Background: an optimization exercise with open tools, aiming at small area and a short achievable clock period. Do not read the settings as production practice. Function was checked by simulation only, so behaviour that the tests miss may differ from the original. No activity file was given, so power comes from the tool's default toggle rates.

<file path="design.v">
module fulladder (A, B, cin, sum, cout);
	input logic A, B, cin;
	output logic sum, cout;
	assign sum = A ^ B ^ cin;
	assign cout = A&B | cin & (A^B);
endmodule
module fulladder32 (A, B, cin, sum, cout);
	input logic [31:0] A;
	input logic [31:0] B;
	input logic cin;
	output logic [31:0] sum;
	output logic cout;
	logic c0, c1, c2, c3, c4, c5, c6, c7, c8, c9, c10, c11, c12, c13, c14, c15, c16, c17, c18, c19, c20, c21, c22, c23, c24, c25, c26, c27, c28, c29, c30;
	fulladder FA0(.A(A[0]), .B(B[0]), .cin(cin), .sum(sum[0]), .cout(c0));
	fulladder FA1(.A(A[1]), .B(B[1]), .cin(c0), .sum(sum[1]), .cout(c1));
	fulladder FA2(.A(A[2]), .B(B[2]), .cin(c1), .sum(sum[2]), .cout(c2));
	fulladder FA3(.A(A[3]), .B(B[3]), .cin(c2), .sum(sum[3]), .cout(c3));
	fulladder FA4(.A(A[4]), .B(B[4]), .cin(c3), .sum(sum[4]), .cout(c4));
	fulladder FA5(.A(A[5]), .B(B[5]), .cin(c4), .sum(sum[5]), .cout(c5));
	fulladder FA6(.A(A[6]), .B(B[6]), .cin(c5), .sum(sum[6]), .cout(c6));
	fulladder FA7(.A(A[7]), .B(B[7]), .cin(c6), .sum(sum[7]), .cout(c7));
	fulladder FA8(.A(A[8]), .B(B[8]), .cin(c7), .sum(sum[8]), .cout(c8));
	fulladder FA9(.A(A[9]), .B(B[9]), .cin(c8), .sum(sum[9]), .cout(c9));
	fulladder FA10(.A(A[10]), .B(B[10]), .cin(c9), .sum(sum[10]), .cout(c10));
	fulladder FA11(.A(A[11]), .B(B[11]), .cin(c10), .sum(sum[11]), .cout(c11));
	fulladder FA12(.A(A[12]), .B(B[12]), .cin(c11), .sum(sum[12]), .cout(c12));
	fulladder FA13(.A(A[13]), .B(B[13]), .cin(c12), .sum(sum[13]), .cout(c13));
	fulladder FA14(.A(A[14]), .B(B[14]), .cin(c13), .sum(sum[14]), .cout(c14));
	fulladder FA15(.A(A[15]), .B(B[15]), .cin(c14), .sum(sum[15]), .cout(c15));
	fulladder FA16(.A(A[16]), .B(B[16]), .cin(c15), .sum(sum[16]), .cout(c16));
	fulladder FA17(.A(A[17]), .B(B[17]), .cin(c16), .sum(sum[17]), .cout(c17));
	fulladder FA18(.A(A[18]), .B(B[18]), .cin(c17), .sum(sum[18]), .cout(c18));
	fulladder FA19(.A(A[19]), .B(B[19]), .cin(c18), .sum(sum[19]), .cout(c19));
	fulladder FA20(.A(A[20]), .B(B[20]), .cin(c19), .sum(sum[20]), .cout(c20));
	fulladder FA21(.A(A[21]), .B(B[21]), .cin(c20), .sum(sum[21]), .cout(c21));
	fulladder FA22(.A(A[22]), .B(B[22]), .cin(c21), .sum(sum[22]), .cout(c22));
	fulladder FA23(.A(A[23]), .B(B[23]), .cin(c22), .sum(sum[23]), .cout(c23));
	fulladder FA24(.A(A[24]), .B(B[24]), .cin(c23), .sum(sum[24]), .cout(c24));
	fulladder FA25(.A(A[25]), .B(B[25]), .cin(c24), .sum(sum[25]), .cout(c25));
	fulladder FA26(.A(A[26]), .B(B[26]), .cin(c25), .sum(sum[26]), .cout(c26));
	fulladder FA27(.A(A[27]), .B(B[27]), .cin(c26), .sum(sum[27]), .cout(c27));
	fulladder FA28(.A(A[28]), .B(B[28]), .cin(c27), .sum(sum[28]), .cout(c28));
	fulladder FA29(.A(A[29]), .B(B[29]), .cin(c28), .sum(sum[29]), .cout(c29));
	fulladder FA30(.A(A[30]), .B(B[30]), .cin(c29), .sum(sum[30]), .cout(c30));
	fulladder FA31(.A(A[31]), .B(B[31]), .cin(c30), .sum(sum[31]), .cout(cout));
endmodule
module alu (a, b, ALUControl, Result, ALUFlags);
	input  logic  [31:0] a, b;
	input  logic [1:0] ALUControl;
	output logic [31:0] Result;
	output logic [3:0] ALUFlags;
	logic cout, x, diff_sign;
	logic [31:0] sum, b_mod;
	assign x = ~ALUControl[0] & ~ALUControl[1] & (a[31] == b[31]);
	assign diff_sign = a[31] ^ sum[31];
	fulladder32 FA(.A(a), .B(b_mod), .cin(ALUControl[0]), .sum(sum), .cout(cout));
   always_comb begin
		case (ALUControl[0])
			1'b0: b_mod = b;
			1'b1: b_mod = ~b;
		endcase;
		case (ALUControl)
			2'b00: Result = sum; 
         2'b01: Result = sum; 
			2'b10: Result = a & b;
			2'b11: Result = a | b;
      endcase
      ALUFlags[3] = Result[31];
      ALUFlags[2] = (Result == 32'b0);
		ALUFlags[1] = ~ALUControl[1] & cout;
      ALUFlags[0] = x & diff_sign & ~ALUControl[1];
	end
endmodule
module cond_unit (cond, flags, ALUFlags, flag_write, flags_out, cond_ex);
	input	 logic [3:0] cond, flags, ALUFlags;
	input  logic [1:0] flag_write;
	output logic cond_ex;
	output logic [3:0] flags_out;
	always_comb begin
		case (cond)
			4'b0000: cond_ex = flags[2];
			4'b0001: cond_ex = !flags[2];
			4'b0010: cond_ex = flags[1];
			4'b0011: cond_ex = !flags[1];
			4'b0100: cond_ex = flags[3];
			4'b0101: cond_ex = !flags[3];
			4'b0110: cond_ex = flags[0];
			4'b0111: cond_ex = !flags[0];
			4'b1000: cond_ex = !flags[2] && flags[1];
			4'b1001: cond_ex = flags[2] || !flags[1];
			4'b1010: cond_ex = !(flags[3] ^ flags[0]);
			4'b1011: cond_ex = flags[3] ^ flags[0];
			4'b1100: cond_ex = !flags[2] && !(flags[3] ^ flags[0]);
			4'b1101: cond_ex = flags[2] || (flags[3] ^ flags[0]);
			4'b1110: cond_ex = 1;
			default: cond_ex = 0;
		endcase
		case (flag_write)
			2'b11: flags_out = ALUFlags;
			2'b10: flags_out = {ALUFlags[3:2], 2'b00};
			2'b01: flags_out = {2'b00, ALUFlags[1:0]};
			2'b00: flags_out = 4'b0000;
			default: flags_out = 4'b0000;
		endcase
	end
endmodule
module hazard_unit (
	input logic Match_1E_M, Match_2E_M,
	input logic Match_1E_W, Match_2E_W,
	input logic Match_12D_E,
	input logic RegWriteM, RegWriteW, MemtoRegE, BranchTakenE, PCWrPendingF, PCSrcW,
	output logic [1:0] ForwardAE, ForwardBE, 
	output logic StallF, StallD, FlushD, FlushE
	);
	logic ldrStallD;
	assign ldrStallD = Match_12D_E & MemtoRegE;
	assign StallF = ldrStallD + PCWrPendingF;
	assign FlushD = PCWrPendingF + PCSrcW + BranchTakenE;
	assign FlushE = ldrStallD + BranchTakenE;
	assign StallD = ldrStallD;
	always_comb begin
		if 	  (Match_1E_M && RegWriteM) ForwardAE = 2'b10;
		else if (Match_1E_W && RegWriteW) ForwardAE = 2'b01;
		else 										 ForwardAE = 2'b00;
		if 	  (Match_2E_M && RegWriteM) ForwardBE = 2'b10;
		else if (Match_2E_W && RegWriteW) ForwardBE = 2'b01;
		else 										 ForwardBE = 2'b00;
	end
endmodule
module reg_file (clk, rst, wr_en, write_data, write_addr, read_addr1, read_addr2, read_data1, read_data2);
	input  logic  clk, rst, wr_en;
	input	 logic [3:0] write_addr, read_addr1, read_addr2;
	input	 logic [31:0] write_data;
	output logic [31:0] read_data1, read_data2;
	logic [31:0] memory [15:0];
	always_ff @(posedge clk) begin
		if(rst) begin
			for (int i = 0; i < 16; i++) memory[i] <= 32'b0;
		end else if(wr_en) begin
			memory[write_addr] <= write_data;
		end
	end
	always_comb begin
		read_data1 = (wr_en && write_addr == read_addr1) ? write_data : memory[read_addr1];
		read_data2 = (wr_en && write_addr == read_addr2) ? write_data : memory[read_addr2];
	end
endmodule
module arm (
    input  logic        clk, rst,
    input  logic [31:0] Instr,
    input  logic [31:0] ReadData,
    output logic [31:0] WriteData, 
    output logic [31:0] PC, ALUResult,
    output logic        MemWrite
);
    logic [31:0] PCF, PCPrime, PCPlus4F, PCPlus8D;  
    logic [ 3:0] RA1D, RA2D, RA1E, RA2E;                   
    logic [31:0] RD1D, RD2D, RD1E, RD2E;                   
    logic [ 3:0] ALUFlags, FlagsD, FlagsE;                 
    logic [31:0] ExtImmD, ExtImmE, SrcAE, SrcBE;         
    logic [31:0] ResultW;                     
    logic PCSrcD, PCSrcE, PCSrcM, PCSrcW, PCWrPendingF;
	 logic RegWriteD, RegWriteE, RegWriteM, RegWriteW;
	 logic MemtoRegD, MemtoRegE, MemtoRegM, MemtoRegW;
	 logic MemWriteD, MemWriteE, MemWriteM;
	 logic [1:0] ALUControlD, ALUControlE;
	 logic BranchD, BranchE;
	 logic ALUSrcD, ALUSrcE;
	 logic [1:0] ImmSrcD;
	 logic Match_1E_M, Match_2E_M;
	 logic Match_1E_W, Match_2E_W;
	 logic Match_12D_E;
	 logic BranchTakenE, StallF, StallD, FlushD, FlushE, ldrStallD, CondEx, CondExE;
	 logic [1:0] FlagWriteD, FlagWriteE, RegSrcD; 
	 logic [1:0] ForwardAE, ForwardBE;
	 logic [3:0] CondE, WA3E, WA3M, WA3W;
	 logic [31:0] ALUOutW, ALUOutM;
	 logic [31:0] InstrF, InstrD;
	 logic [31:0] ReadDataM, ReadDataW;
	 logic [31:0] WriteDataE, WriteDataM;
	 logic [31:0] ALUResultE;
	 assign InstrF = Instr;
	 assign ReadDataM = ReadData;
	 assign WriteData = WriteDataM;
	 assign MemWrite = MemWriteM;
	 assign PC = PCF;
	 assign ALUResult = ALUOutM;
    assign PCPrime = BranchTakenE ? ALUResultE : (PCSrcW ? ResultW : PCPlus4F);   
	 assign PCPlus4F = PCF + 'd4;                   
    assign PCPlus8D = PCPlus4F;              
    always_ff @(posedge clk) begin
        if (rst)          PCF <= '0; 
        else if (!StallF) PCF <= PCPrime;
		  else              PCF <= PCF;
    end
    assign RA1D = RegSrcD[0] ? 4'd15         : InstrD[19:16];
    assign RA2D = RegSrcD[1] ? InstrD[15:12] : InstrD[ 3: 0];
    reg_file u_reg_file (
        .clk       (clk),
        .rst       (rst),
        .wr_en     (RegWriteW),
        .write_data(ResultW),
        .write_addr(WA3W),
        .read_addr1(RA1D), 
        .read_addr2(RA2D),
        .read_data1(RD1D), 
        .read_data2(RD2D)
    );
    always_comb begin
        if      (ImmSrcD == 'b00) ExtImmD = {{24{InstrD[7]}},InstrD[7:0]};           
        else if (ImmSrcD == 'b01) ExtImmD = {20'b0, InstrD[11:0]};                  
        else                      ExtImmD = {{6{InstrD[23]}}, InstrD[23:0], 2'b00};  
    end
    assign SrcBE = ALUSrcE ? ExtImmE : WriteDataE;      
	 always_comb begin
		case (ForwardAE)
			2'b00: SrcAE = (RA1E == 'd15) ? (BranchTakenE ? PCPlus8D : PCF) : RD1E;  
			2'b01: SrcAE = ResultW;
			2'b10: SrcAE = ALUOutM;
			default: SrcAE = RD1E;
		endcase
		case (ForwardBE)
			2'b00: WriteDataE = (RA2E == 'd15) ? (BranchTakenE ? PCPlus8D : PCF) : RD2E;  
			2'b01: WriteDataE = ResultW;
			2'b10: WriteDataE = ALUOutM;
			default: WriteDataE = RD2E;
		endcase
	 end
    alu u_alu (
        .a          (SrcAE), 
        .b          (SrcBE),
        .ALUControl (ALUControlE),
        .Result     (ALUResultE),
        .ALUFlags   (ALUFlags)
    );
    assign ResultW = MemtoRegW ? ReadDataW : ALUOutW;     
	 assign Match_1E_M = (RA1E == WA3M);
	 assign Match_2E_M = (RA2E == WA3M);
	 assign Match_1E_W = (RA1E == WA3W);
	 assign Match_2E_W = (RA2E == WA3W);
	 assign Match_12D_E = ((RA1D == WA3E) + (RA2D == WA3E));
	 assign PCWrPendingF = (PCSrcD + PCSrcE + PCSrcM) & !BranchTakenE;
	 assign BranchTakenE = BranchE & CondExE;
	 cond_unit u_cond_unit (
			.cond			(CondE),
			.flags		(FlagsE),
			.ALUFlags   (ALUFlags),
			.flag_write (FlagWriteE),
			.flags_out  (FlagsD),
			.cond_ex		(CondExE)
	 );
	 hazard_unit u_hazard_unit (
			.Match_1E_M	(Match_1E_M),
			.Match_2E_M (Match_2E_M),
			.Match_1E_W (Match_1E_W),
			.Match_2E_W (Match_2E_W),
			.Match_12D_E(Match_12D_E),
			.RegWriteM  (RegWriteM),
			.RegWriteW  (RegWriteW),
			.MemtoRegE  (MemtoRegE),
			.BranchTakenE (BranchTakenE),
			.PCWrPendingF (PCWrPendingF),
			.PCSrcW (PCSrcW),
			.ForwardAE	(ForwardAE),
			.ForwardBE	(ForwardBE),
			.StallF (StallF),
			.StallD (StallD),
			.FlushD (FlushD),
			.FlushE (FlushE)
	 );
	 always_ff @(posedge clk) begin
			if (FlushD || rst) InstrD <= 32'b0;
			else if (!rst && !StallD) InstrD <= InstrF;
			if (!FlushE) begin
				PCSrcE <= PCSrcD;
				RegWriteE <= RegWriteD;
				MemtoRegE <= MemtoRegD;
				MemWriteE <= MemWriteD;
				ALUControlE <= ALUControlD;
				BranchE <= BranchD;
				ALUSrcE <= ALUSrcD;
				FlagWriteE <= FlagWriteD;
				CondE <= InstrD[31:28];
				FlagsE <= FlagsD;
				RD1E <= RD1D;
				RD2E <= RD2D;
				RA1E <= RA1D;
				RA2E <= RA2D;
				WA3E <= InstrD[15:12];
				ExtImmE <= ExtImmD;
			end else begin
				PCSrcE <= 0;
				RegWriteE <= 0;
				MemtoRegE <= 0;
				MemWriteE <= 0;
				ALUControlE <= 0;
				BranchE <= 0;
				ALUSrcE <= 0;
				FlagWriteE <= 0;
				CondE <= 4'b1111;
				FlagsE <= 0;
				RD1E <= 0;
				RD2E <= 0;
				WA3E <= 0;
				ExtImmE <= 0;
			end
			if (!BranchTakenE) begin
				PCSrcM <= PCSrcE & CondExE;
				RegWriteM <= RegWriteE & CondExE;
				MemtoRegM <= MemtoRegE;
				MemWriteM <= MemWriteE & CondExE;
				WriteDataM <= WriteDataE;
				ALUOutM <= ALUResultE;
				WA3M <= WA3E;
			end
			ReadDataW <= ReadDataM;
			ALUOutW <= ALUOutM;
			WA3W <= WA3M;
			PCSrcW <= PCSrcM;
			RegWriteW <= RegWriteM;
			MemtoRegW <= MemtoRegM;	
	 end
    always_comb begin
        casez (InstrD[27:20])
            8'b00?_0100_? : begin    
                PCSrcD    = 0;
                MemtoRegD = 0; 
                MemWriteD = 0; 
                ALUSrcD   = InstrD[25];  
                RegWriteD = 1;
                RegSrcD   = 'b00;
                ImmSrcD   = 'b00; 
                ALUControlD = 'b00;
					 FlagWriteD = {InstrD[20], InstrD[20]};
					 BranchD = 0;
            end
            8'b00?_0010_? : begin    
                PCSrcD    = 0; 
                MemtoRegD = 0; 
                MemWriteD = 0; 
                ALUSrcD   = InstrD[25];  
                RegWriteD = 1;
                RegSrcD   = 'b00;
                ImmSrcD   = 'b00; 
                ALUControlD = 'b01;
					 FlagWriteD = {InstrD[20], InstrD[20]};
					 BranchD = 0;
            end
            8'b000_0000_? : begin
                PCSrcD    = 0; 
                MemtoRegD = 0; 
                MemWriteD = 0; 
                ALUSrcD   = 0; 
                RegWriteD = 1;
                RegSrcD   = 'b00;
                ImmSrcD   = 'b00;     
                ALUControlD = 'b10; 
					 FlagWriteD = {InstrD[20], 1'b0};
					 BranchD = 0;
            end
            8'b000_1100_? : begin
                PCSrcD    = 0; 
                MemtoRegD = 0; 
                MemWriteD = 0; 
                ALUSrcD   = 0; 
                RegWriteD = 1;
                RegSrcD   = 'b00;
                ImmSrcD   = 'b00;     
                ALUControlD = 'b11;
					 FlagWriteD = {InstrD[20], 1'b0};
					 BranchD = 0;
            end
            8'b010_1100_1 : begin
                PCSrcD    = 0; 
                MemtoRegD = 1; 
                MemWriteD = 0; 
                ALUSrcD   = 1;
                RegWriteD = 1;
                RegSrcD   = 'b10;     
                ImmSrcD   = 'b01; 
                ALUControlD = 'b00;   
					 FlagWriteD = 00;
					 BranchD = 0;
            end
            8'b010_1100_0 : begin
					 PCSrcD    = 0; 
					 MemtoRegD = 0;  
					 MemWriteD = 1; 
					 ALUSrcD   = 1;
					 RegWriteD = 0;
					 RegSrcD   = 'b10;     
					 ImmSrcD   = 'b01; 
					 ALUControlD = 'b00;   
					 FlagWriteD = 00;
					 BranchD = 0;
            end
            8'b1010_???? : begin
					if(CondExE) begin
						 PCSrcD    = 1; 
						 MemtoRegD = 0;
						 MemWriteD = 0; 
						 ALUSrcD   = 1;
						 RegWriteD = 0;
						 RegSrcD   = 'b01;
						 ImmSrcD   = 'b10; 
						 ALUControlD = 'b00;   
						 FlagWriteD = 00;
						 BranchD = 1;
					 end else begin
						 PCSrcD    = 0; 
						 MemtoRegD = 0; 
						 MemWriteD = 0; 
						 ALUSrcD   = 0; 
						 RegWriteD = 0;
						 RegSrcD   = 'b00;
						 ImmSrcD   = 'b00;     
						 ALUControlD = 'b00;
						 FlagWriteD = 00;
						 BranchD = 0;
					 end
            end
			default: begin
					  PCSrcD    = 0; 
					  MemtoRegD = 0;  
					  MemWriteD = 0; 
					  ALUSrcD   = 0;
					  RegWriteD = 0;
					  RegSrcD   = 'b00;
					  ImmSrcD   = 'b00; 
					  ALUControlD = 'b00;   
					  FlagWriteD = 00;
					  BranchD = 0;
			end
        endcase
    end
endmodule
</file>
<file path="run.sh">
#!/bin/bash
# synth_recipe.tcl (not shown) runs the flow's synth.tcl, then flattens the netlist and writes it again
# the make line also repeats each setting of config.mk as NAME=value (left out here)
make -C /OpenROAD-flow-scripts/flow DESIGN_CONFIG=/design/flow/config.mk WORK_HOME=/design/flow/orfs CLKGATE_MAP_FILE= SYNTH_SCRIPT=/design/flow/synth_recipe.tcl finish
</file>
<file path="config.mk">
export PLATFORM = sky130hd
export DESIGN_NAME = arm
export DESIGN_NICKNAME = arm
export VERILOG_FILES = /design/flow/design.v
export SDC_FILE = /design/flow/constraint.sdc
export NUM_CORES = 4
export LEC_CHECK = 0
export CAP_MARGIN = 20
export CORE_MARGIN = 2
export CORE_UTILIZATION = 40
export SETUP_SLACK_MARGIN = 0.5
export SLEW_MARGIN = 20
</file>
<file path="constraint.sdc">
create_clock -name core_clock -period 16.0 [get_ports {clk}]
set_input_delay 3.2000 -clock core_clock [delete_from_list [all_inputs] [get_ports {clk}]]
set_output_delay 3.2000 -clock core_clock [all_outputs]
set_load 0.01 [all_outputs]
</file>
==> run notes <==
-- critical path, delay by kind of cell (launching register included) --
kind,cells,cell delay (ns)
compound gates,3,0.47
mux,2,0.46
flops,1,0.45
buf+inv,4,0.27
fa+ha+maj,31,11.77
simple gates,5,1.26
xor+xnor,2,0.37
-- metrics by stage --
stage / setup WS [ns] / area [sq um]
after CTS: 0.5558 / 52130
after global placement: 0.08277 / 49050
after detailed placement: -0.01294 / 49050
after global routing: 0.4167 / 52330
final: 0.8500 / 52340
after floorplan: 0.5114 / 45480
-- routing by layer --
layer,track usage (%),share of wire [%],up-vias
met3,6.824,12,714
li1,-,-,18045
met2,52.15,45,3072
met5,0,0,-
met1,43.15,37,20331
met4,19.85,6.8,0
-- final timing paths --
path	startpoint	endpoint	depth (start not counted)	slack, ns
hold / removal	MemtoRegM	MemtoRegW	0	0.37
hold reg to reg	MemtoRegM	MemtoRegW	0	0.37
setup reg to reg	RA2E[3]	FlagsE[2]	47	0.85
setup / recovery	RA2E[3]	FlagsE[2]	47	0.85
-- repair_timing --
item / 4_1_cts / 5_1_grt
buffers inserted: 5 / 4
pin swaps: 23 / 44
endpoints found under the setup margin: 1 / 1
gates resized for setup: 18 / 37
-- final cells by class --
| cell class | count | area, sq um |
|---|---|---|
| diodes | 3 | 7.507 |
| clock buffers | 126 | 2603 |
| clock inverters | 46 | 354.1 |
| fillers | 10628 | 60160 |
| inverters | 48 | 196.4 |
| multi-input cells | 3651 | 21400 |
| flip-flops and latches | 836 | 22670 |
| well taps | 1500 | 1877 |
| repair buffers | 370 | 3226 |
-- power groups by stage --
stage	clock, mW	combinational, mW	sequential [mW]
global placement	0	1.56	2.77
floorplan	0	0.818	2.67
global route	2.21	1.69	2.75
CTS	2.13	1.57	2.73
finish	2.12	1.62	2.74
detailed placement	0	1.55	2.77
-- state kept, by name, summed over array words and instances, names as in the netlist, 26 cells and up --
register,cells
RD1E,32
PCF,32
RD2E,32
ExtImmE,26
u_reg_file.memory,512
InstrD,32
ReadDataW,32
WriteDataM,32
ALUOutW,32
ALUOutM,32
-- cell families after synthesis --
| group | Yosys count | share of synthesized area (%) |
|---|---|---|
| AND/OR/NAND/NOR | 2357 | 22.93 |
| AO/OA/AOI/OAI | 1020 | 15.99 |
| flip-flops | 836 | 49.91 |
| buffers and inverters | 522 | 4.532 |
| multiplexers | 159 | 3.562 |
| XOR/XNOR | 73 | 1.442 |
| adder cells (fa/ha/maj) | 42 | 1.632 |
-- placed cells by master (no fill, tap or decap), types with 33 or more instances in the layout --
cell type	instances
xnor2_1	50
buf_4	201
o221a_2	33
edfxtp_1	591
a311oi_1	141
o21a_1	65
a21oi_1	182
o211ai_1	50
nand2_1	817
dfxtp_1	233
and3_1	68
o221ai_1	37
inv_1	37
nand3_1	366
clkdlybuf4s50_1	161
clkbuf_16	94
nor2b_1	75
mux2i_1	114
nor3_1	88
a211oi_1	79
nor2_1	701
and2_1	46
o21ai_0	165
==> impl_metrics.toml <==
[worst_setup_path]
crit_required_ns = 16.59
critical_path_class = "reg -> reg"
critPathMaxStageDelay_ns = 0.49
cp-end-kind = "register"
cpMostUsedCell = "fa_2"
cp_max_fo = 3
crit_slowest_cell = "fa_1"
critical_path_arrival_ns = 15.74
start_kind = "register"

[global_routing]
track_usage_pct = 33.49
antenna_found_initial = 4
grt_pass1_wl_um = 283200
grt_max_degree = 133
grt-ovfl-total = 0
grt_pass1_vias = 38982

[layout]
stdcell_count = 6580
nets = 5099
final_layout_size_suffix_gt1_share_pct = 11.76
syn_to_final_growth_pct = 15.32
fin_util_pct = 46.52

[synth]
synth_top_area_share_pct = 39.10
synth_warnings = 5
synth_most_common_cell = "nand2_1"
synth.top_cells.by_count = "nand2_1, nor2_1, edfxtp_1"
synth_edf_count = 591
synthFlopType = "edfxtp_1"
synth.cell_area_sq_um = 45380
yosysTopAreaCell = "edfxtp_1"
syn_nets = 5110
synth_seq_area_share_pct = 49.91
avgSynthCellArea_sq_um = 9.060
synth_area_leaders = "edfxtp_1, dfxtp_1, nand2_1"
ys_types = 95
synth_seq_cells = 836
async_flop_share_pct = 0
syn_inst = 5009

[place]
dp_cells = 6396
hpwl_um = 121700
io_buffers = 162
gp_congestion = 1.007

[pwr]
power_density_nw_per_um2 = 123.9
combPwrFrac_pct = 25.1
sw_frac_of_total_pct = 34.73
p_seq_share_pct = 42.3
clkPwrFrac_pct = 32.7
ir_worst_vdd_mv = 0.06884
p_int_mw = 4.231
finalPower_mw = 6.482
p_leak_nw = 18.75
switchingPower_mw = 2.251

[routing]
routed_wl_um = 200100
dr.pass1.iters = 14
detail_route.wl_per_cell_um = 30.41
ant_nets = 0
vias = 42162
drc = 0
drt_iter0_drc = 5972
via_per_inst = 6.408

[timing]
slew_viol_final = 0
rsz0062_at_grt = "no"
setup_viol = 0
setup_tns_ns = 0
worst_pin_slew_ns = 1.144
period_minus_slack_ns = 15.15
finalHoldViolations = 0
fin_skew_ns = 0.02968
fmax_mhz = 66.01
relSlewSlack_pct = 22.64
fin_crit_sh_pct = 94.69
holdWs_ns = 0.3714

[min_path]
hp-class = "reg -> reg"

[floorplanning]
coreArea_sq_um = 112500
die_w_um = 340.8
placementRows = 123
fp.dieH_um = 340.8
die_area_sq_um = 116200
initial_utilization_pct = 40.34
io_pins = 163

[cts]
cts_tree = "yes"
postCtsHoldBufs = 0
numCtsBuffers = 91
cts.clk_slew.worst_paths_ns = 0.07
cts_max_level = 3
clk_path_buf_depth = 3
cts_root_buf = "clkbuf_16"
clk_latency_ns = 0.70
clock_sinks = 836

[job]
timing.max_cap.violations = 0

[status]
status = "complete, no violations"

==> port drivers added, routing unchanged <==
Ports are ideal in the flow. The routed layout listed here was re-timed in OpenROAD. Step 1: set_driving_cell puts a clkbuf_16 on clk and a buf_2 on each other input, an assumption about the parent block. Step 2 adds t to the input delays and takes it off the output delays; t is the mean of the earliest and latest rising clock arrival at the registers after step 1. Input paths then give back, and output paths get back, about the clock's delay inside the block. Slacks: no drivers / after step 1 / after step 2; pairs: no drivers / after step 1.
t, ns: 0.771
setup slack, ns: 0.850 / 0.850 / 0.850
worst hold slack (ns): 0.371 / 0.371 / 0.371
latest minus earliest clock arrival (ns): 0.030 / 0.030
worst data-port slew with drivers (ns): 0.09
After both steps this run still meets setup and hold. The setup slack of this run moves by 0.000 ns with the drivers and by 0.000 ns with both steps.
